Context: an optimization exercise on an open-source flow, tuned for small area. The choices shown serve that exercise and are no tape-out recipe. RTL that was checked went through simulation tests only; none was proved equivalent to the original. No driver is modelled on the clock port, so clock power and skew are understated where the tree is cut down; a real chip needs a root buffer or a tree. Power is estimated from default activity; no workload was simulated.

run A:
// formula
module formula # (
	parameter LEN = 8
) (
	input                         clk,
	input                         rst,
	input  signed [    LEN - 1:0] a,
	input  signed [    LEN - 1:0] b,
	input  signed [    LEN - 1:0] c,
	input  signed [    LEN - 1:0] d,
	input                         input_vld,
	output signed [3 * LEN - 1:0] res,
	output                        res_overflow,
	output                        output_vld
);
==> flow/config.mk <==
export PLATFORM = sky130hd
export DESIGN_NAME = formula
export DESIGN_NICKNAME = formula
export VERILOG_FILES = /design/flow/design.v
export SDC_FILE = /design/flow/constraint.sdc
export NUM_CORES = 4
export LEC_CHECK = 0
export CAP_MARGIN = 0
export CORE_MARGIN = 2
export CORE_UTILIZATION = 55
export GPL_TIMING_DRIVEN = 0
export SLEW_MARGIN = 0
export SYNTH_HIERARCHICAL = 1
==> flow/constraint.sdc <==
create_clock -name core_clock -period 6.0 [get_ports {clk}]
set_input_delay 1.2000 -clock core_clock [delete_from_list [all_inputs] [get_ports {clk}]]
set_output_delay 1.2000 -clock core_clock [all_outputs]
set_load 0.01 [all_outputs]
standard.sh (not shown) runs the stock make flow with config.mk's settings and CLKGATE_MAP_FILE= SYNTH_SCRIPT=/design/flow/synth_recipe.tcl, a recipe that flattens the netlist after the stock synthesis.
==> flow/flow/run.sh <==
#!/bin/bash
# The standard layout (the standard.sh) with these ORFS settings:
# synthesis buffers removed at floorplan, the smallest buffer on each port,
# and a hand-built one-level clock tree of four buffers (flow/manual_cts.tcl) in place of CTS.
set -e
here=$(pwd)
bash standard.sh REMOVE_ABC_BUFFERS=1 BUFFER_PORTS_ARGS="-buffer_cell sky130_fd_sc_hd__buf_1" \
  PRE_CTS_TCL=$here/flow/manual_cts.tcl finish > standard.log 2>&1
Other scripts of this flow, unchanged in this note and not shown: flow/flow/manual_cts.tcl
Setup changes, run A to run B
--- a/flow/config.mk
+++ b/flow/config.mk
@@ -10,2 +10,2 @@
-export CORE_UTILIZATION = 55
-export GPL_TIMING_DRIVEN = 0
+export CORE_UTILIZATION = 40
+export GPL_TIMING_DRIVEN = 1
Delta (run B minus run A): total power increased by 0.44% relative to the old numbers, post-synthesis adder-cell area fraction level, final standard cell utilization of the core lower, part of the power in registers went down. Run B against run A: area growth from synthesis to final layout rose by 0.81 points, setup slack rose by 45 ps, post-route clock period utilization fell by 0.75 points, synthesized cell count stayed essentially flat. Total global-route track usage in run B is 3.9 points lower than in run A. The cell leakage power was comparable across run A and run B. Against run A, the final cell area of run B is higher.
Input changes introduced in run C (baseline for comparison: run B):
--- a/flow/config.mk
+++ b/flow/config.mk
@@ -11 +11 @@
-export GPL_TIMING_DRIVEN = 1
+export GPL_TIMING_DRIVEN = 0
--- outcome ---
- Worst hold slack essentially unchanged between run B and run C.
- The run with more setup slack is run B; run C has less.
- The final core utilization on run B is in line with that on run C.
- Run C ended with more power density over cell area than run B.
- On largest voltage drop on the vdd net, the lower figure sits with run C, not run B.
No run of this note takes its clock network from TritonCTS; it comes from the design's own scripts or RTL.

---

Another version of the RTL of formula (not shown whole).
## formula
module formula # (
	parameter LEN = 8
) (
	input                         clk,
	input                         rst,
	input  signed [    LEN - 1:0] a,
	input  signed [    LEN - 1:0] b,
	input  signed [    LEN - 1:0] c,
	input  signed [    LEN - 1:0] d,
	input                         input_vld,
	output signed [3 * LEN - 1:0] res,
	output                        res_overflow,
	output                        output_vld
);
==> flow/config.mk <==
export PLATFORM = sky130hd
export DESIGN_NAME = formula
export DESIGN_NICKNAME = formula
export VERILOG_FILES = /design/flow/design.v
export SDC_FILE = /design/flow/constraint.sdc
export NUM_CORES = 4
export LEC_CHECK = 0
export CAP_MARGIN = 0
export CORE_MARGIN = 2
export CORE_UTILIZATION = 65
export GPL_TIMING_DRIVEN = 0
export SLEW_MARGIN = 0
export SYNTH_HIERARCHICAL = 1
==> flow/constraint.sdc <==
create_clock -name core_clock -period 6.0 [get_ports {clk}]
set_input_delay 1.2000 -clock core_clock [delete_from_list [all_inputs] [get_ports {clk}]]
set_output_delay 1.2000 -clock core_clock [all_outputs]
set_load 0.01 [all_outputs]
==> flow/flow/run.sh <==
#!/bin/bash
# The standard layout (the standard.sh) with these ORFS settings:
# synthesis buffers removed at floorplan, the smallest buffer on each port,
# and a clock tree of small clock buffers without dummy loads.
set -e
bash standard.sh REMOVE_ABC_BUFFERS=1 BUFFER_PORTS_ARGS="-buffer_cell sky130_fd_sc_hd__buf_1" CTS_ARGS="-sink_clustering_enable -repair_clock_nets -dont_use_dummy_load -buf_list {sky130_fd_sc_hd__clkbuf_8}" finish > standard.log 2>&1
Rerun with:
- CORE_UTILIZATION: 65 -> 40
Outcome: First-iteration DRC count increases to 3.1 times its value. Area after synthesis stays the same. Non-clock buffer count stays the same. Flip-flop and latch count stays the same. Worst setup slack improved by 0.19 ns. Sequential share of layout area decreases by 0.47 points.
No functional check of the RTL was part of any run of this note.

[what the ideal ports hide]
Ports are ideal in the flow. The routed layouts listed here were re-timed in OpenROAD. Step 1, drivers: a clkbuf_16 drives clk and a buf_2 each remaining input, both assumed. Step 2 also shifts input and output timing later by t, the mid clock arrival at the registers, as if the neighbouring blocks saw the same clock. Slacks: ideal / step 1 / step 2; pairs: ideal / step 1.
run | shift t [ns] | setup slack, ns | worst hold slack (ns) | slew at the worst register clock pin (ns)
run A | 0.232 | 0.529 / 0.529 / 0.529 | 0.334 / 0.334 / 0.334 | 0.11 / 0.11
run B | 0.235 | 0.574 / 0.574 / 0.574 | 0.333 / 0.332 / 0.332 | 0.11 / 0.11
run C | 0.225 | 0.430 / 0.430 / 0.430 | 0.335 / 0.335 / 0.335 | 0.11 / 0.11
the first run of note 2 | 0.380 | 0.293 / 0.293 / 0.293 | 0.330 / 0.330 / 0.330 | 0.09 / 0.09
the second run of note 2 | 0.393 | 0.486 / 0.486 / 0.486 | 0.312 / 0.312 / 0.312 | 0.10 / 0.10
After both steps every run listed still meets setup and hold.
